Context: an optimization exercise on an open-source flow, tuned for small area, a short achievable clock period and few clock cycles per item. The choices shown serve that exercise and are no tape-out recipe.
The RTL was checked by simulation tests, not by an equivalence proof against the original design.

### flow/flow/run.sh
#!/bin/bash
# The standard layout, except that the port buffers are plain buffers
# (sky130_fd_sc_hd__buf_1, which timing repair may resize) instead of the
# delay cells buffer_ports picks by default.
set -euo pipefail
echo 'export BUFFER_PORTS_ARGS = -buffer_cell sky130_fd_sc_hd__buf_1' >> config.mk
bash standard.sh > standard.log 2>&1
### flow/standard.sh
#!/bin/bash
# synth_recipe.tcl (not shown) runs the flow's synth.tcl, then flattens the netlist and writes it again
# the make line also repeats each setting of config.mk as NAME=value (left out here)
make -C /OpenROAD-flow-scripts/flow DESIGN_CONFIG=/design/flow/config.mk WORK_HOME=/design/flow/orfs CLKGATE_MAP_FILE= SYNTH_SCRIPT=/design/flow/synth_recipe.tcl "${@:-finish}"
### flow/config.mk
export PLATFORM = sky130hd
export DESIGN_NAME = mult_controller
export DESIGN_NICKNAME = mult_controller
export VERILOG_FILES = /design/flow/design.v
export SDC_FILE = /design/flow/constraint.sdc
export NUM_CORES = 4
export LEC_CHECK = 0
export CAP_MARGIN = 20
export CORE_MARGIN = 2
export CORE_UTILIZATION = 40
export SETUP_SLACK_MARGIN = 1.0
export SLEW_MARGIN = 20
export BUFFER_PORTS_ARGS = -buffer_cell sky130_fd_sc_hd__buf_1
### flow/constraint.sdc
create_clock -name core_clock -period 4.5 [get_ports {clk}]
set_input_delay 0.9000 -clock core_clock [delete_from_list [all_inputs] [get_ports {clk}]]
set_output_delay 0.9000 -clock core_clock [all_outputs]
set_load 0.01 [all_outputs]
### flow/design.v
module mult_controller #(
    parameter integer WIDTH = 32
)
(
    input logic clk,
    input logic rst_n,
    input logic start,
    input logic signed [WIDTH - 1: 0] multiplicand,
    input logic signed [WIDTH - 1: 0] multiplier,
    output logic signed [2 * WIDTH - 1: 0] product,
    output logic done
);
    logic busy;                   
    logic [1:0] cnt;             
    logic [31:0] pl;              
    logic bprev;                  
    logic [31:0] ph;              
    logic [39:0] q0, q1;          
    wire [31:0] mx = multiplier;
    wire [7:0] mb = busy ? pl[7:0] : mx[7:0];
    wire [8:0] win = {mb, bprev & busy};
    wire [32:0] am = {multiplicand[31], multiplicand};   
    wire [32:0] a2 = {multiplicand, 1'b0};               
    wire [3:0] ng;
    wire [2:0] w0 = win[2:0];
    wire one0 = w0[0] ^ w0[1];
    wire two0 = (w0[2] & ~w0[1] & ~w0[0]) | (~w0[2] & w0[1] & w0[0]);
    assign ng[0] = w0[2];
    wire [32:0] x0 = ((am & {33{one0}}) | (a2 & {33{two0}})) ^ {33{ng[0]}};
    wire [2:0] w1 = win[4:2];
    wire one1 = w1[0] ^ w1[1];
    wire two1 = (w1[2] & ~w1[1] & ~w1[0]) | (~w1[2] & w1[1] & w1[0]);
    assign ng[1] = w1[2];
    wire [32:0] x1 = ((am & {33{one1}}) | (a2 & {33{two1}})) ^ {33{ng[1]}};
    wire [2:0] w2 = win[6:4];
    wire one2 = w2[0] ^ w2[1];
    wire two2 = (w2[2] & ~w2[1] & ~w2[0]) | (~w2[2] & w2[1] & w2[0]);
    assign ng[2] = w2[2];
    wire [32:0] x2 = ((am & {33{one2}}) | (a2 & {33{two2}})) ^ {33{ng[2]}};
    wire [2:0] w3 = win[8:6];
    wire one3 = w3[0] ^ w3[1];
    wire two3 = (w3[2] & ~w3[1] & ~w3[0]) | (~w3[2] & w3[1] & w3[0]);
    assign ng[3] = w3[2];
    wire [32:0] x3 = ((am & {33{one3}}) | (a2 & {33{two3}})) ^ {33{ng[3]}};
    wire s1 = x0[6] ^ x1[4];
    wire c2 = x0[6] & x1[4];
    wire s3 = x0[7] ^ x1[5];
    wire c4 = x0[7] & x1[5];
    wire s5 = x0[8] ^ x1[6];
    wire c6 = x0[8] & x1[6];
    wire s7 = x0[9] ^ x1[7];
    wire c8 = x0[9] & x1[7];
    wire s9 = x0[10] ^ x1[8];
    wire c10 = x0[10] & x1[8];
    wire s11 = x0[11] ^ x1[9];
    wire c12 = x0[11] & x1[9];
    wire s13 = x0[12] ^ x1[10];
    wire c14 = x0[12] & x1[10];
    wire s15 = x0[13] ^ x1[11];
    wire c16 = x0[13] & x1[11];
    wire s17 = x0[14] ^ x1[12];
    wire c18 = x0[14] & x1[12];
    wire s19 = x0[15] ^ x1[13];
    wire c20 = x0[15] & x1[13];
    wire s21 = x0[16] ^ x1[14];
    wire c22 = x0[16] & x1[14];
    wire s23 = x0[17] ^ x1[15];
    wire c24 = x0[17] & x1[15];
    wire s25 = x0[18] ^ x1[16];
    wire c26 = x0[18] & x1[16];
    wire s27 = x0[19] ^ x1[17];
    wire c28 = x0[19] & x1[17];
    wire s29 = x0[20] ^ x1[18];
    wire c30 = x0[20] & x1[18];
    wire s31 = x0[21] ^ x1[19];
    wire c32 = x0[21] & x1[19];
    wire s33 = x0[22] ^ x1[20];
    wire c34 = x0[22] & x1[20];
    wire s35 = x0[23] ^ x1[21];
    wire c36 = x0[23] & x1[21];
    wire s37 = x0[24] ^ x1[22];
    wire c38 = x0[24] & x1[22];
    wire s39 = x0[25] ^ x1[23];
    wire c40 = x0[25] & x1[23];
    wire s41 = x0[26] ^ x1[24];
    wire c42 = x0[26] & x1[24];
    wire s43 = x0[27] ^ x1[25];
    wire c44 = x0[27] & x1[25];
    wire s45 = x0[28] ^ x1[26];
    wire c46 = x0[28] & x1[26];
    wire s47 = x0[29] ^ x1[27];
    wire c48 = x0[29] & x1[27];
    wire s49 = x0[30] ^ x1[28];
    wire c50 = x0[30] & x1[28];
    wire s51 = x0[31] ^ x1[29] ^ x2[27];
    wire c52 = (x0[31] & x1[29]) | (x0[31] & x2[27]) | (x1[29] & x2[27]);
    wire s53 = ~x0[32] ^ x1[30];
    wire c54 = ~x0[32] & x1[30];
    wire s55 = x1[31] ^ x2[29];
    wire c56 = x1[31] & x2[29];
    wire s57 = x0[4] ^ x1[2];
    wire c58 = x0[4] & x1[2];
    wire s59 = x0[5] ^ x1[3];
    wire c60 = x0[5] & x1[3];
    wire s61 = s1 ^ x2[2] ^ x3[0];
    wire c62 = (s1 & x2[2]) | (s1 & x3[0]) | (x2[2] & x3[0]);
    wire s63 = s3 ^ x2[3] ^ x3[1];
    wire c64 = (s3 & x2[3]) | (s3 & x3[1]) | (x2[3] & x3[1]);
    wire s65 = s5 ^ x2[4] ^ x3[2];
    wire c66 = (s5 & x2[4]) | (s5 & x3[2]) | (x2[4] & x3[2]);
    wire s67 = s7 ^ x2[5] ^ x3[3];
    wire c68 = (s7 & x2[5]) | (s7 & x3[3]) | (x2[5] & x3[3]);
    wire s69 = s9 ^ x2[6] ^ x3[4];
    wire c70 = (s9 & x2[6]) | (s9 & x3[4]) | (x2[6] & x3[4]);
    wire s71 = s11 ^ x2[7] ^ x3[5];
    wire c72 = (s11 & x2[7]) | (s11 & x3[5]) | (x2[7] & x3[5]);
    wire s73 = s13 ^ x2[8] ^ x3[6];
    wire c74 = (s13 & x2[8]) | (s13 & x3[6]) | (x2[8] & x3[6]);
    wire s75 = s15 ^ x2[9] ^ x3[7];
    wire c76 = (s15 & x2[9]) | (s15 & x3[7]) | (x2[9] & x3[7]);
    wire s77 = s17 ^ x2[10] ^ x3[8];
    wire c78 = (s17 & x2[10]) | (s17 & x3[8]) | (x2[10] & x3[8]);
    wire s79 = s19 ^ x2[11] ^ x3[9];
    wire c80 = (s19 & x2[11]) | (s19 & x3[9]) | (x2[11] & x3[9]);
    wire s81 = s21 ^ x2[12] ^ x3[10];
    wire c82 = (s21 & x2[12]) | (s21 & x3[10]) | (x2[12] & x3[10]);
    wire s83 = s23 ^ x2[13] ^ x3[11];
    wire c84 = (s23 & x2[13]) | (s23 & x3[11]) | (x2[13] & x3[11]);
    wire s85 = s25 ^ x2[14] ^ x3[12];
    wire c86 = (s25 & x2[14]) | (s25 & x3[12]) | (x2[14] & x3[12]);
    wire s87 = s27 ^ x2[15] ^ x3[13];
    wire c88 = (s27 & x2[15]) | (s27 & x3[13]) | (x2[15] & x3[13]);
    wire s89 = s29 ^ x2[16] ^ x3[14];
    wire c90 = (s29 & x2[16]) | (s29 & x3[14]) | (x2[16] & x3[14]);
    wire s91 = s31 ^ x2[17] ^ x3[15];
    wire c92 = (s31 & x2[17]) | (s31 & x3[15]) | (x2[17] & x3[15]);
    wire s93 = s33 ^ x2[18] ^ x3[16];
    wire c94 = (s33 & x2[18]) | (s33 & x3[16]) | (x2[18] & x3[16]);
    wire s95 = s35 ^ x2[19] ^ x3[17];
    wire c96 = (s35 & x2[19]) | (s35 & x3[17]) | (x2[19] & x3[17]);
    wire s97 = s37 ^ x2[20] ^ x3[18];
    wire c98 = (s37 & x2[20]) | (s37 & x3[18]) | (x2[20] & x3[18]);
    wire s99 = s39 ^ x2[21] ^ x3[19];
    wire c100 = (s39 & x2[21]) | (s39 & x3[19]) | (x2[21] & x3[19]);
    wire s101 = s41 ^ x2[22] ^ x3[20];
    wire c102 = (s41 & x2[22]) | (s41 & x3[20]) | (x2[22] & x3[20]);
    wire s103 = s43 ^ x2[23] ^ x3[21];
    wire c104 = (s43 & x2[23]) | (s43 & x3[21]) | (x2[23] & x3[21]);
    wire s105 = s45 ^ x2[24] ^ x3[22];
    wire c106 = (s45 & x2[24]) | (s45 & x3[22]) | (x2[24] & x3[22]);
    wire s107 = s47 ^ x2[25] ^ x3[23];
    wire c108 = (s47 & x2[25]) | (s47 & x3[23]) | (x2[25] & x3[23]);
    wire s109 = s49 ^ x2[26] ^ x3[24];
    wire c110 = (s49 & x2[26]) | (s49 & x3[24]) | (x2[26] & x3[24]);
    wire s111 = s51 ^ x3[25] ^ 1'b1;
    wire c112 = (s51 & x3[25]) | (s51 & 1'b1) | (x3[25] & 1'b1);
    wire s113 = s53 ^ x2[28] ^ x3[26];
    wire c114 = (s53 & x2[28]) | (s53 & x3[26]) | (x2[28] & x3[26]);
    wire s115 = s55 ^ x3[27] ^ 1'b1;
    wire c116 = (s55 & x3[27]) | (s55 & 1'b1) | (x3[27] & 1'b1);
    wire s117 = ~x1[32] ^ x2[30] ^ x3[28];
    wire c118 = (~x1[32] & x2[30]) | (~x1[32] & x3[28]) | (x2[30] & x3[28]);
    wire s119 = x2[31] ^ x3[29];
    wire c120 = x2[31] & x3[29];
    wire s121 = x0[2] ^ x1[0];
    wire c122 = x0[2] & x1[0];
    wire s123 = x0[3] ^ x1[1];
    wire c124 = x0[3] & x1[1];
    wire s125 = s57 ^ x2[0] ^ ng[2];
    wire c126 = (s57 & x2[0]) | (s57 & ng[2]) | (x2[0] & ng[2]);
    wire s127 = s59 ^ x2[1] ^ c58;
    wire c128 = (s59 & x2[1]) | (s59 & c58) | (x2[1] & c58);
    wire s129 = s61 ^ ng[3] ^ c60;
    wire c130 = (s61 & ng[3]) | (s61 & c60) | (ng[3] & c60);
    wire s131 = s63 ^ c2 ^ c62;
    wire c132 = (s63 & c2) | (s63 & c62) | (c2 & c62);
    wire s133 = s65 ^ c4 ^ c64;
    wire c134 = (s65 & c4) | (s65 & c64) | (c4 & c64);
    wire s135 = s67 ^ c6 ^ c66;
    wire c136 = (s67 & c6) | (s67 & c66) | (c6 & c66);
    wire s137 = s69 ^ c8 ^ c68;
    wire c138 = (s69 & c8) | (s69 & c68) | (c8 & c68);
    wire s139 = s71 ^ c10 ^ c70;
    wire c140 = (s71 & c10) | (s71 & c70) | (c10 & c70);
    wire s141 = s73 ^ c12 ^ c72;
    wire c142 = (s73 & c12) | (s73 & c72) | (c12 & c72);
    wire s143 = s75 ^ c14 ^ c74;
    wire c144 = (s75 & c14) | (s75 & c74) | (c14 & c74);
    wire s145 = s77 ^ c16 ^ c76;
    wire c146 = (s77 & c16) | (s77 & c76) | (c16 & c76);
    wire s147 = s79 ^ c18 ^ c78;
    wire c148 = (s79 & c18) | (s79 & c78) | (c18 & c78);
    wire s149 = s81 ^ c20 ^ c80;
    wire c150 = (s81 & c20) | (s81 & c80) | (c20 & c80);
    wire s151 = s83 ^ c22 ^ c82;
    wire c152 = (s83 & c22) | (s83 & c82) | (c22 & c82);
    wire s153 = s85 ^ c24 ^ c84;
    wire c154 = (s85 & c24) | (s85 & c84) | (c24 & c84);
    wire s155 = s87 ^ c26 ^ c86;
    wire c156 = (s87 & c26) | (s87 & c86) | (c26 & c86);
    wire s157 = s89 ^ c28 ^ c88;
    wire c158 = (s89 & c28) | (s89 & c88) | (c28 & c88);
    wire s159 = s91 ^ c30 ^ c90;
    wire c160 = (s91 & c30) | (s91 & c90) | (c30 & c90);
    wire s161 = s93 ^ c32 ^ c92;
    wire c162 = (s93 & c32) | (s93 & c92) | (c32 & c92);
    wire s163 = s95 ^ c34 ^ c94;
    wire c164 = (s95 & c34) | (s95 & c94) | (c34 & c94);
    wire s165 = s97 ^ c36 ^ c96;
    wire c166 = (s97 & c36) | (s97 & c96) | (c36 & c96);
    wire s167 = s99 ^ c38 ^ c98;
    wire c168 = (s99 & c38) | (s99 & c98) | (c38 & c98);
    wire s169 = s101 ^ c40 ^ c100;
    wire c170 = (s101 & c40) | (s101 & c100) | (c40 & c100);
    wire s171 = s103 ^ c42 ^ c102;
    wire c172 = (s103 & c42) | (s103 & c102) | (c42 & c102);
    wire s173 = s105 ^ c44 ^ c104;
    wire c174 = (s105 & c44) | (s105 & c104) | (c44 & c104);
    wire s175 = s107 ^ c46 ^ c106;
    wire c176 = (s107 & c46) | (s107 & c106) | (c46 & c106);
    wire s177 = s109 ^ c48 ^ c108;
    wire c178 = (s109 & c48) | (s109 & c108) | (c48 & c108);
    wire s179 = s111 ^ c50 ^ c110;
    wire c180 = (s111 & c50) | (s111 & c110) | (c50 & c110);
    wire s181 = s113 ^ c52 ^ c112;
    wire c182 = (s113 & c52) | (s113 & c112) | (c52 & c112);
    wire s183 = s115 ^ c54 ^ c114;
    wire c184 = (s115 & c54) | (s115 & c114) | (c54 & c114);
    wire s185 = s117 ^ c56 ^ c116;
    wire c186 = (s117 & c56) | (s117 & c116) | (c56 & c116);
    wire s187 = s119 ^ 1'b1 ^ c118;
    wire c188 = (s119 & 1'b1) | (s119 & c118) | (1'b1 & c118);
    wire s189 = ~x2[32] ^ x3[30] ^ c120;
    wire c190 = (~x2[32] & x3[30]) | (~x2[32] & c120) | (x3[30] & c120);
    wire s191 = x3[31] ^ 1'b1;
    wire c192 = x3[31] & 1'b1;
    always_ff @(posedge clk) begin
        q0 <= {1'b1, ~x3[32], s191, s189, s187, s185, s183, s181, s179, s177, s175, s173, s171, s169, s167, s165, s163, s161, s159, s157, s155, s153, s151, s149, s147, s145, s143, s141, s139, s137, s135, s133, s131, s129, s127, s125, s123, s121, x0[1], x0[0]};
        q1 <= {1'b0, c192, c190, c188, c186, c184, c182, c180, c178, c176, c174, c172, c170, c168, c166, c164, c162, c160, c158, c156, c154, c152, c150, c148, c146, c144, c142, c140, c138, c136, c134, c132, c130, c128, c126, c124, c122, ng[1], 1'b0, ng[0]};
    end
    wire [39:0] acc = {8'd0, ~ph[31], ph[30:0]};
    wire [39:0] t0 = acc ^ q0 ^ q1;
    wire [39:0] t1 = {(acc[38:0] & q0[38:0]) | (acc[38:0] & q1[38:0]) | (q0[38:0] & q1[38:0]), 1'b0};
    wire [39:0] sum = t0 + t1;
    always_ff @(posedge clk or negedge rst_n) begin
        if (!rst_n) begin
            busy <= 1'b0;
            cnt  <= '0;
            done <= 1'b0;
        end else if (busy) begin
            cnt  <= cnt + 1'b1;
            if (cnt == 2'd3) begin
                busy <= 1'b0;
                done <= 1'b1;
            end
        end else if (start) begin
            busy <= 1'b1;
            cnt  <= '0;
            done <= 1'b0;
        end
    end
    always_ff @(posedge clk) begin
        if (busy) begin
            pl    <= {sum[7:0], pl[31:8]};
            ph    <= sum[39:8];
            bprev <= pl[7];
        end else if (start) begin
            ph    <= '0;
            pl    <= {8'd0, mx[31:8]};
            bprev <= mx[7];
        end
    end
    assign product = {ph, pl};
endmodule
==> results.cfg, run 1 <==
[finish]
synthToLayoutAreaGrowth_pct = 16.35
post-route-cell-area_um2 = 14780
most_common_cell_after_layout_fill_and_taps_aside = nor2_1
share_of_layout_cells_above_drive_strength_1_pct = 11.90
finish.net_count = 1824
most_used_cells_in_the_layout_excluding_fill_and_tap_cells = nor2_1, inv_1, buf_1

[global_routing]
grt_overflow_total = 0
grt_first_pass_wirelength_mm = 59.89
globalRouteMet2Util_pct = 35.01
grt.total_usage_pct = 23.05
antenna_violations_before_repair = 4
grt_start_max_net_pins = 51
gr-usage-met3_pct = 4.789
top_usage_layer = met2
via_count_of_the_first_global_routing_pass = 10670
globalRouteMet1Util_pct = 33.05

[die]
chipWidth_um = 182.2
floorplan.rows = 65
fp.dieArea_um2 = 33210
floorplan.die.height_um = 182.2
core_um2 = 31390
io-pin-count = 132
floorplan.initialDensity_pct = 40.47

[worst_hold_path]
hold_path.class = in2async

[synthesis]
synth-edff-count = 65
postSynth.asyncResetShare_pct = 2.740
mappedNetlistArea_um2 = 12710
yosys.cell_types.count = 64
seq_area_frac_synth_pct = 28.28
synth-adder-area-share_pct = 22.41
ys_warn_count = 1
syn-num-nets = 1731
netlist_instances = 1491
simple_gate_share_of_the_synthesized_area_pct = 14.95
synth_area_per_cell_um2 = 8.522
synth.area.mux_share_pct = 3.003
yosys-top-cells-area = edfxtp_1, fa_1, dfxtp_1
ys_ff_latch = 146
synth_compound_area_share_pct = 18.85
synth_top_cell_area_share_pct = 15.36
largest_family_of_logic_cells_by_synthesized_area = adder cells
ys.flop_type = dfxtp_1
synth.largest_area_cell = edfxtp_1
synth_xor_area_share_pct = 4.549

[clocking]
cts_buffer_depth = 2
clock_tree_from_tritoncts = yes
clock-sinks = 146
clockRootBuffer = clkbuf_16
clkSlewWorstSetupHoldPaths_ns = 0.06
h-tree-depth = 4
clock_latency_ns = 0.44
numCtsBuffers = 17

[timing]
period_needed_ns = 3.433
setup_total_negative_slack_ns = 0
finalClockSkew_ns = 0.01023
final_worst_slack_ns = 1.067
timing.final.crit_share_pct = 76.30
setup_viol = 0
relSlewSlack_pct = 49.41
rsz0062_at_grt = yes
hold_violations = 0
final-max-slew-violation-count = 0
worst_tran_pin_value_ns = 0.7589
top_achievable_clock_speed_mhz = 291.3

[worst_setup_path]
data_required_time_of_the_worst_path_ns = 4.75
critPathArrivalTime_ns = 3.69
end_kind = flip-flop
category_of_the_most_critical_setup_path = reg2reg
critical_path_source_type = flip-flop
critPathMaxFanout = 4

[placed_design]
placement.io_buffers = 131
place_ws_ns = 0.4648
place.detailed.hpwl_mm = 27.37
gp_congestion = 0.9388
place_area_um2 = 13570

[drt]
routed_via_density = 5.624
antenna_left = 0
vias = 11250
detailedRoute.firstPassIterationCount = 5
avgRoutedWirePerCell_um = 19.75
first_iter_violations = 1029
postRouteWirelength_mm = 39.52
drc_errors = 0

[outcome]
run_status = no timing/DRC/antenna violations

[run]
cap_violations = 0
[repair_timing]
action	in CTS	in global routing
gates resized for setup	15	64
hold endpoints to repair	0	0
hold buffers	0	0
setup buffers	8	19
gates cloned	0	6
endpoints found under the setup margin	70	56
pin swaps	3	17
[final cells by class]
class,count,area [um2]
Multi-Input combinational cell,1083,8416
Tap cell,402,503.0
Antenna cell,2,5.005
Clock inverter,15,143.9
Timing Repair Buffer,196,1162
Inverter,140,530.5
Fill cell,3068,16610
Sequential cell,146,3597
Clock buffer,17,425.4
[sequential cells by signal, indices dropped and copies added (netlist names)]
register and count:
q1 38, ph 32, done 1, busy 1, q0 39, cnt 2, bprev 1, pl 32
[path summary, 6_finish.rpt]
kind	to	start	cells past startpoint	slack (ns)
worst min-delay path	cnt[1]$_DFFE_PN0P_	rst_n	1	0.28
worst max register to register	ph[31]$_SDFFCE_PN0P_	ph[3]$_SDFFCE_PN0P_	10	1.07
worst max-delay path	ph[31]$_SDFFCE_PN0P_	ph[3]$_SDFFCE_PN0P_	10	1.07
max in group asynchronous	busy$_DFF_PN0_	rst_n	1	4.01
min in group core_clock	cnt[0]$_DFFE_PN0P_	cnt[0]$_DFFE_PN0P_	1	0.49
worst min register to register	cnt[0]$_DFFE_PN0P_	cnt[0]$_DFFE_PN0P_	1	0.49
[per-layer routing]
layer	share of wire (%)	vias to the layer above
met5	0.078	-
met4	1.7	4
met3	7.9	52
met2	44	512
met1	47	5386
li1	-	5299
[metrics by stage]
stage          util (%)  instances  hold WS [ns]
6_report          47.09       2001        0.2809
5_1_grt           47.07       1999        0.2882
4_1_cts           45.41       1974        0.2774
3_5_place_dp      43.22       1934        0.4786
3_3_place_gp      43.22       1934        0.4708
2_1_floorplan         -       1491        0.4536
[critical path, stage by stage (launching register included)]
cell and delay [ns]:
edfxtp_1 0.42, fa_1 0.60, ha_4 0.23, nor2b_4 0.13
o21a_1 0.19, a311o_1 0.42, a21oi_4 0.21, o211ai_2 0.12
a221o_1 0.42, a41oi_2 0.20, mux2i_2 0.31
[logic make-up after synthesis]
family          count (synthesis)
compound gates                356
mux                            35
simple gates                  450
fa+ha+maj                     173
flops                         146
xor+xnor                       66
buf+inv                       265
[synthesized netlist by cell type, drive strengths merged (9+ instances only)]
master  instances
nor3           42
buf            16
o21ai          94
ha             82
a221oi         61
nand4          11
xnor2          57
nor2          248
nand3           9
o21a           13
xor2            9
a21o           10
edfxtp         65
inv           138
dfxtp          77
a21oi          75
nand2          99
a22oi          62
clkbuf        109
fa             91
mux2i          10
mux2           25
Testbench counts, summed over its fixed seeds: cycles 8,008, items 1,600.
==> inputs of run 2 (changes only) <==
--- a/flow/config.mk
+++ b/flow/config.mk
@@ -6,4 +6,5 @@
 export NUM_CORES = 4
 export LEC_CHECK = 0
+export ABC_AREA = 1
 export CAP_MARGIN = 20
 export CORE_MARGIN = 2
==> run 2 against run 1 <==
Effect of this change: still clean; sequential share of layout area up 0.97 points; area after synthesis down 0.46%; cell count up 2.4%; critical path type unchanged; critical endpoint is now q0[31]$_DFF_P_; highest routed layer is now met4.
==> results.cfg, run 2 <==
[global_routing]
grt_overflow_total = 0
grt_start_max_net_pins = 62
grt.total_usage_pct = 21.98
antenna_violations_before_repair = 0
grt_first_pass_wirelength_mm = 56.17
via_count_of_the_first_global_routing_pass = 10270

[worst_setup_path]
critical_path_source_type = flip-flop
rrSetupSlack_ns = 1.16
category_of_the_most_critical_setup_path = reg2reg
critPathArrivalTime_ns = 3.67
data_required_time_of_the_worst_path_ns = 4.83
critPathMaxFanout = 16
end_kind = flip-flop

[timing]
top_achievable_clock_speed_mhz = 299.8
worst_tran_pin_value_ns = 0.7173
finalClockSkew_ns = 0.01220
setup_total_negative_slack_ns = 0
setup_viol = 0
period_needed_ns = 3.336
relSlewSlack_pct = 52.18
final-max-slew-violation-count = 0
rsz0062_at_grt = no
hold_violations = 0
timing.final.crit_share_pct = 74.13

[clocking]
holdBufCountCts = 0
clock-sinks = 146
cts_buffer_depth = 2
h-tree-depth = 4
clock_tree_from_tritoncts = yes
numCtsBuffers = 17
clock_latency_ns = 0.43
clkSlewWorstSetupHoldPaths_ns = 0.07
clockRootBuffer = clkbuf_16

[synthesis]
synth_top_cell_area_share_pct = 15.43
netlist_instances = 1511
yosys.cell_types.count = 29
synth_common_cells = nand2_1, inv_1, xor2_1, nor2_1, fa_1
mappedNetlistArea_um2 = 12650
yosysMostFrequentCell = nand2_1
ys_warn_count = 1
ys.flop_type = dfxtp_1
ys_ff_latch = 146
synth.largest_area_cell = edfxtp_1
yosys-top-cells-area = edfxtp_1, fa_1, dfxtp_1
synth_area_per_cell_um2 = 8.370
postSynth.asyncResetShare_pct = 2.740
syn-num-nets = 1751
seq_area_frac_synth_pct = 28.41
synth-edff-count = 65

[finish]
finish.net_count = 1874
finalCoreUtilization_pct = 45.37
most_used_cells_in_the_layout_excluding_fill_and_tap_cells = nand2_1, inv_1, buf_1
synthToLayoutAreaGrowth_pct = 12.33
largest_register = q0
most_common_cell_after_layout_fill_and_taps_aside = nand2_1
final-instance-count-excl-fill = 2049
registers_with_the_most_flip_flops = q0 (39), q1 (38)
share_of_layout_cells_above_drive_strength_1_pct = 8.561
post-route-cell-area_um2 = 14210
antenna-diode-count = 0
largest_reg_flops = 39

[worst_hold_path]
hold_path.class = in2async

[drt]
postRouteWirelength_mm = 35.40
first_iter_violations = 551
drc_errors = 0
antenna_left = 0
vias = 10290
detailedRoute.firstPassIterationCount = 5
routed_via_density = 5.020
avgRoutedWirePerCell_um = 17.27

[die]
fp.dieArea_um2 = 33060
floorplan.die.height_um = 181.8
floorplan.initialDensity_pct = 40.39
io-pin-count = 132
chipWidth_um = 181.8
floorplan.rows = 65
core_um2 = 31310

[outcome]
run_status = no timing/DRC/antenna violations

[run]
cap_violations = 0

[placed_design]
place_area_um2 = 13510
gp_congestion = 0.9142
placement.io_buffers = 131
dp_cells = 2014
place.detailed.hpwl_mm = 27.59
[run 2: cells by family after synthesis]
group	after synthesis	share of synthesized area, %
simple gates	503	15.92
fa+ha+maj	173	22.52
flops	146	28.41
xor+xnor	129	8.933
compound gates	228	13.48
buf+inv	332	10.73
[run 2: stage by stage]
step | setup WS [ns] | hold WS [ns]
after floorplan | 1.218 | 0.4532
after CTS | 1.046 | 0.2713
after global placement | 0.6625 | 0.4719
after global routing | 1.002 | 0.2783
after detailed placement | 0.5877 | 0.4820
final | 1.164 | 0.2905
[run 2: layout make-up]
| cell class | count | area (um2) |
|---|---|---|
| Fill cell | 3075 | 17110 |
| Clock buffer | 17 | 425.4 |
| Sequential cell | 146 | 3595 |
| Clock inverter | 15 | 156.4 |
| Inverter | 284 | 1076 |
| Tap cell | 402 | 503.0 |
| Multi-Input combinational cell | 1033 | 7739 |
| Timing Repair Buffer | 152 | 711.9 |
[run 2: metal layers]
layer	track usage, %	wire length (um)	part of all wire [%]
met1	30.49	16580	47
met2	34.74	15830	45
met3	4.112	2099	5.9
met4	6.959	877	2.5
met5	0	0	0
[run 2: timing repair]
item | in CTS | in global routing
cloned | 0 | 1
pin swaps | 1 | 2
setup endpoints to repair | 58 | 29
resized for setup | 9 | 11
setup buffers | 2 | 0
[run 2: path summary, 6_finish.rpt]
kind                               startpoint                 end  depth (start not counted)
max in group asynchronous               rst_n      busy$_DFF_PN0_                          1
max reg2reg                    busy$_DFF_PN0_      q0[31]$_DFF_P_                         14
min reg2reg                cnt[0]$_DFFE_PN0P_  cnt[0]$_DFFE_PN0P_                          1
min                                     rst_n      busy$_DFF_PN0_                          1
max                            busy$_DFF_PN0_      q0[31]$_DFF_P_                         14
min in group core_clock    cnt[0]$_DFFE_PN0P_  cnt[0]$_DFFE_PN0P_                          1
[run 2: critical path: stages, from the launching register on]
cell and delay (ns):
dfrtp_2 0.49, buf_4 0.18, nand2_2 0.07, nand2_4 0.11
inv_2 0.12, nand3_2 0.09, nand2_1 0.08, nand2_2 0.11
buf_12 0.18, o22ai_2 0.11, xor2_1 0.30, fa_1 0.48
ha_1 0.33, fa_1 0.54, inv_1 0.04
==> inputs of run 3 (changes only) <==
--- a/flow/config.mk
+++ b/flow/config.mk
@@ -6,8 +6,7 @@
 export NUM_CORES = 4
 export LEC_CHECK = 0
-export ABC_AREA = 1
 export CAP_MARGIN = 20
 export CORE_MARGIN = 2
-export CORE_UTILIZATION = 40
+export CORE_UTILIZATION = 55
 export SETUP_SLACK_MARGIN = 1.0
 export SLEW_MARGIN = 20
==> run 3 against run 2 <==
Effect of this change: clock-buffer cell count unchanged; via count increased by 12%; sequential cell count is the same; global-route usage up 9.0 points; critical endpoint is now q0[21]$_DFF_P_; largest cell class unchanged.
==> results.cfg, run 3 <==
[worst_setup_path]
category_of_the_most_critical_setup_path = reg2reg
critPathArrivalTime_ns = 3.81
reg2regPathDepth = 10
critical_path_source_type = flip-flop
launch_point_of_the_critical_path = busy$_DFF_PN0_
regToRegStartpoint = busy$_DFF_PN0_
critPathMaxFanout = 24
end_kind = flip-flop
data_required_time_of_the_worst_path_ns = 4.83

[drt]
detailedRoute.firstPassIterationCount = 6
vias = 11470
postRouteWirelength_mm = 39.04
first_iter_violations = 1247
avgRoutedWirePerCell_um = 20.69
routed_via_density = 6.078
antenna_left = 0
drc_errors = 0

[finish]
filler_cell_count = 1896
most_used_cells_in_the_layout_excluding_fill_and_tap_cells = nor2_1, inv_1, buf_1
finish.net_count = 1829
finalCoreUtilization_pct = 66.32
registers_with_the_most_flip_flops = q0 (39), q1 (38)
antenna-diode-count = 0
most_common_cell_after_layout_fill_and_taps_aside = nor2_1
largest_reg_flops = 39
synthToLayoutAreaGrowth_pct = 18.17
largest_register = q0
share_of_layout_cells_above_drive_strength_1_pct = 14.67

[clocking]
holdBufCountCts = 0
numCtsBuffers = 17
cts_buffer_depth = 2
clock_tree_from_tritoncts = yes
clockRootBuffer = clkbuf_16
h-tree-depth = 4
clkSlewWorstSetupHoldPaths_ns = 0.07
clock_latency_ns = 0.43
clock-sinks = 146

[synthesis]
synth_common_cells = nor2_1, inv_1, clkbuf_1, nand2_1, o21ai_0
ys.flop_type = dfxtp_1
synth_top_cell_area_share_pct = 15.36
seq_area_frac_synth_pct = 28.28
mappedNetlistArea_um2 = 12710
yosysMostFrequentCell = nor2_1
synth-edff-count = 65
netlist_instances = 1491
synth_area_per_cell_um2 = 8.522
syn-num-nets = 1731
postSynth.asyncResetShare_pct = 2.740
yosys-top-cells-area = edfxtp_1, fa_1, dfxtp_1
ys_ff_latch = 146
ys_warn_count = 1
synth.largest_area_cell = edfxtp_1
yosys.cell_types.count = 64

[die]
io-pin-count = 132
fp.dieArea_um2 = 24330
floorplan.initialDensity_pct = 56.12
floorplan.die.height_um = 156.0
floorplan.rows = 55
chipWidth_um = 156.0
core_um2 = 22640

[global_routing]
grt_first_pass_wirelength_mm = 58.03
via_count_of_the_first_global_routing_pass = 10330
grt.total_usage_pct = 30.94
grt_start_max_net_pins = 48
grt_overflow_total = 0
antenna_violations_before_repair = 0

[run]
cap_violations = 0

[placed_design]
place_ws_ns = 0.5541
placement.io_buffers = 131
place.detailed.hpwl_mm = 27.16
gp_congestion = 0.9000

[timing]
hold_violations = 0
setup_total_negative_slack_ns = 0
top_achievable_clock_speed_mhz = 287.2
relSlewSlack_pct = 41.59
period_needed_ns = 3.482
worst_tran_pin_value_ns = 0.8761
finalClockSkew_ns = 0.01552
timing.hold.ws_ns = 0.2795
final-max-slew-violation-count = 0
final_worst_slack_ns = 1.018
setup_viol = 0
rsz0062_at_grt = yes
timing.final.crit_share_pct = 77.38

[outcome]
run_status = no timing/DRC/antenna violations

[worst_hold_path]
hold_path.class = in2async
## run 3: changes by cell type after synthesis, sizes merged, moves of 36 or more
cell,previous run,this run
o21ai,32,94
clkbuf,9,109
nor3,6,42
o22ai,124,4
xnor2,0,57
nor2,97,248
a22oi,0,62
nand2,355,99
a221oi,0,61
inv,284,138
xor2,129,9
## run 3: layout make-up
cell class | instances | area [um2] | area share, %
Tap cell | 285 | 356.6 | 2.375
Timing Repair Buffer | 204 | 1291 | 8.600
Inverter | 140 | 526.8 | 3.508
Clock buffer | 17 | 425.4 | 2.833
Clock inverter | 15 | 162.7 | 1.083
Multi-Input combinational cell | 1080 | 8655 | 57.64
Sequential cell | 146 | 3597 | 23.96
## run 3: final timing paths
path,slack [ns],to
worst min-delay path,0.28,busy$_DFF_PN0_
worst min register to register,0.50,cnt[0]$_DFFE_PN0P_
worst max register to register,1.02,q0[21]$_DFF_P_
max in group asynchronous,4.02,busy$_DFF_PN0_
min in group core_clock,0.50,cnt[0]$_DFFE_PN0P_
worst max-delay path,1.02,q0[21]$_DFF_P_
## run 3: what timing repair did
| item | 4_1_cts | 5_1_grt |
|---|---|---|
| setup endpoints to repair | 68 | 69 |
| gates resized for setup | 22 | 100 |
| gates cloned | 0 | 8 |
| pin swaps | 3 | 43 |
| setup buffers | 10 | 10 |
## run 3: critical path, stage by stage, from the launching register on
cell	delay, ns
dfrtp_4	0.57
mux2i_4	0.23
buf_4	0.19
or2_2	0.42
buf_4	0.28
nand2_1	0.10
a21oi_1	0.07
o21ai_0	0.44
fa_1	0.52
fa_1	0.49
inv_1	0.03
## run 3: layer usage
metal,share of wire [%],track usage (%),up-vias,wire (um)
met3,7.7,3.361,72,3014
met2,45,47.81,600,17380
met4,2.1,9.262,0,825
met5,0,0,-,0
li1,-,-,5319,-
met1,46,45.94,5478,17820
## run 3: kinds of logic after synthesis
family,Yosys count,synth area share (%)
compound gates,356,18.85
mux,35,3.003
flops,146,28.28
buf+inv,265,7.957
simple gates,450,14.95
xor+xnor,66,4.550
fa+ha+maj,173,22.41
## run 3: metrics by stage
step,instance area [um2],instances
3_3_place_gp,13510,1827
5_1_grt,15010,1887
2_1_floorplan,12730,1491
4_1_cts,14270,1869
6_report,15010,1887
3_5_place_dp,13510,1827
==> inputs of run 4 (changes only) <==
--- a/flow/config.mk
+++ b/flow/config.mk
@@ -6,8 +6,8 @@
 export NUM_CORES = 4
 export LEC_CHECK = 0
-export CAP_MARGIN = 20
+export CAP_MARGIN = 0
 export CORE_MARGIN = 2
-export CORE_UTILIZATION = 55
+export CORE_UTILIZATION = 40
 export SETUP_SLACK_MARGIN = 1.0
-export SLEW_MARGIN = 20
+export SLEW_MARGIN = 0
 export BUFFER_PORTS_ARGS = -buffer_cell sky130_fd_sc_hd__buf_1
==> run 4 against run 3 <==
Effect of this change: still clean on timing, DRC and antenna; die area is 36% higher; cell area is 1.5% lower; critical path depth stayed put; via count is 1.9% lower; critical endpoint is now ph[31]$_SDFFCE_PN0P_; highest routed layer is now met5.
==> results.cfg, run 4 <==
[synthesis]
seq_area_frac_synth_pct = 28.28
synth.largest_area_cell = edfxtp_1
ys_ff_latch = 146
synth.area.mux_share_pct = 3.003
synth_common_cells = nor2_1, inv_1, clkbuf_1, nand2_1, o21ai_0
netlist_instances = 1491
ys_warn_count = 1
ys.flop_type = dfxtp_1
syn-num-nets = 1731
yosys-top-cells-area = edfxtp_1, fa_1, dfxtp_1
synth-edff-count = 65
mappedNetlistArea_um2 = 12710
yosys.cell_types.count = 64
synth_top_cell_area_share_pct = 15.36
largest_family_of_logic_cells_by_synthesized_area = adder cells
synth-adder-area-share_pct = 22.41
synth_compound_area_share_pct = 18.85
synth_xor_area_share_pct = 4.549
simple_gate_share_of_the_synthesized_area_pct = 14.95
postSynth.asyncResetShare_pct = 2.740
yosysMostFrequentCell = nor2_1
synth_area_per_cell_um2 = 8.522

[finish]
synthToLayoutAreaGrowth_pct = 16.35
largest_reg_flops = 39
most_used_cells_in_the_layout_excluding_fill_and_tap_cells = nor2_1, inv_1, buf_1
most_common_cell_after_layout_fill_and_taps_aside = nor2_1
registers_with_the_most_flip_flops = q0 (39), q1 (38)
share_of_layout_cells_above_drive_strength_1_pct = 11.90
largest_register = q0
filler_cell_count = 3068
area_of_the_multi_input_gates_um2 = 8416
area.sequential_um2 = 3597
finish.net_count = 1824
final-instance-count-excl-fill = 2001

[placed_design]
dp_cells = 1934
placement.io_buffers = 131
place.detailed.hpwl_mm = 27.37
gp_congestion = 0.9388

[timing]
timing.final.crit_share_pct = 76.30
relSlewSlack_pct = 49.41
worst_tran_pin_value_ns = 0.7589
setup_viol = 0
final-max-slew-violation-count = 0
rsz0062_at_grt = yes
finalClockSkew_ns = 0.01023
timing.hold.ws_ns = 0.2809
period_needed_ns = 3.433
hold_violations = 0
setup_total_negative_slack_ns = 0
top_achievable_clock_speed_mhz = 291.3

[drt]
first_iter_violations = 1029
postRouteWirelength_mm = 39.52
avgRoutedWirePerCell_um = 19.75
vias = 11250
antenna_left = 0
detailedRoute.firstPassIterationCount = 5
routed_via_density = 5.624
drc_errors = 0

[clocking]
clockRootBuffer = clkbuf_16
clock_latency_ns = 0.44
h-tree-depth = 4
clock-sinks = 146
numCtsBuffers = 17
clkSlewWorstSetupHoldPaths_ns = 0.06
holdBufCountCts = 0
cts_buffer_depth = 2
clock_tree_from_tritoncts = yes

[run]
cap_violations = 0

[global_routing]
antenna_violations_before_repair = 4
grt_start_max_net_pins = 51
grt.total_usage_pct = 23.05
via_count_of_the_first_global_routing_pass = 10670
grt_overflow_total = 0
grt_first_pass_wirelength_mm = 59.89

[die]
fp.dieArea_um2 = 33210
chipWidth_um = 182.2
io-pin-count = 132
floorplan.die.height_um = 182.2
floorplan.initialDensity_pct = 40.47
core_um2 = 31390
floorplan.rows = 65

[worst_setup_path]
family_with_the_most_delay_on_the_worst_path = compound AO/OA/AOI/OAI gates
cpMaxStageDelayCell = fa_1
end_kind = flip-flop
critPathMaxFanout = 4
category_of_the_most_critical_setup_path = reg2reg
critPathArrivalTime_ns = 3.69
data_required_time_of_the_worst_path_ns = 4.75
cpPeakStageDelay_ns = 0.60
critPathBufInv = 0
worstPathCellList = fa_1 > ha_4 > nor2b_4 > o21a_1 > a311o_1 > a21oi_4 > o211ai_2 > a221o_1 > a41oi_2 > mux2i_2
critical_path_source_type = flip-flop

[outcome]
run_status = no timing/DRC/antenna violations

[worst_hold_path]
hold_path.class = in2async
==> run 4: cell counts after synthesis <==
No cell type changed its count.
==> run 4: path summary, 6_finish.rpt <==
kind | start | to | slack (ns) | cells past startpoint
worst max-delay path | ph[3]$_SDFFCE_PN0P_ | ph[31]$_SDFFCE_PN0P_ | 1.07 | 10
worst max register to register | ph[3]$_SDFFCE_PN0P_ | ph[31]$_SDFFCE_PN0P_ | 1.07 | 10
min in group core_clock | cnt[0]$_DFFE_PN0P_ | cnt[0]$_DFFE_PN0P_ | 0.49 | 1
worst min register to register | cnt[0]$_DFFE_PN0P_ | cnt[0]$_DFFE_PN0P_ | 0.49 | 1
worst min-delay path | rst_n | cnt[1]$_DFFE_PN0P_ | 0.28 | 1
max in group asynchronous | rst_n | busy$_DFF_PN0_ | 4.01 | 1
==> run 4: cell families after synthesis <==
group                    after synthesis
multiplexers                          35
buffers and inverters                265
adder cells (fa/ha/maj)              173
AO/OA/AOI/OAI                        356
AND/OR/NAND/NOR                      450
XOR/XNOR                              66
flip-flops                           146
==> run 4: layout make-up <==
cell class / instances / share of cell area, %
sequential: 146 / 24.33
antenna: 2 / 0.03386
multi-input combinational: 1083 / 56.93
timing repair buffer: 196 / 7.863
clock inverter: 15 / 0.9733
inverter: 140 / 3.589
tap: 402 / 3.402
clock buffer: 17 / 2.878
==> run 4: metrics by stage <==
| step | utilization (%) | area [um2] | worst slack, ns |
|---|---|---|---|
| 6_report | 47.09 | 14780 | 1.067 |
| 5_1_grt | 47.07 | 14780 | 0.9614 |
| 4_1_cts | 45.41 | 14250 | 0.9691 |
| 3_5_place_dp | 43.22 | 13570 | 0.4648 |
| 3_3_place_gp | 43.22 | 13570 | 0.5123 |
| 2_1_floorplan | - | 12730 | 0.9911 |
==> run 4: timing repair <==
item / 4_1_cts / 5_1_grt
endpoints found under the setup margin: 70 / 56
gates resized for setup: 15 / 64
setup buffers: 8 / 19
gates cloned: 0 / 6
pin swaps: 3 / 17
==> run 4: per-layer routing <==
layer | track usage, % | up-vias | wire (um)
met5 | 0 | - | 31
met4 | 6.839 | 4 | 681
met3 | 4.789 | 52 | 3121
met2 | 35.01 | 512 | 17230
met1 | 33.05 | 5386 | 18460
li1 | - | 5299 | -

==> afterwards: timing with drivers on the ports <==
The results above use ideal ports. As a check the final layouts listed here were re-extracted and re-timed, cells and wires unchanged.
Step 1 assumes that a clkbuf_16 drives the clock port and a buf_2 every other input.
Step 2, shift: input delay + t, output delay - t, t = (earliest + latest rising clock arrival at the registers) / 2. This alone moves slack from input paths to output paths.
a / b / c = no drivers / after step 1 / after step 2; a / b = the first two.
run | shift t [ns] | setup slack, ns | pins driven straight from the clock port
run 1 | 0.474 | 1.067 / 1.067 / 0.716 | 1
run 2 | 0.477 | 1.164 / 1.164 / 0.795 | 1
run 3 | 0.464 | 1.018 / 1.018 / 0.653 | 1
run 4 | 0.474 | 1.067 / 1.067 / 0.716 | 1
After both steps setup and hold are still met in every run listed. The setup slack of run 2, which loses most, moves by 0.000 ns with the drivers and by -0.369 ns with both steps.
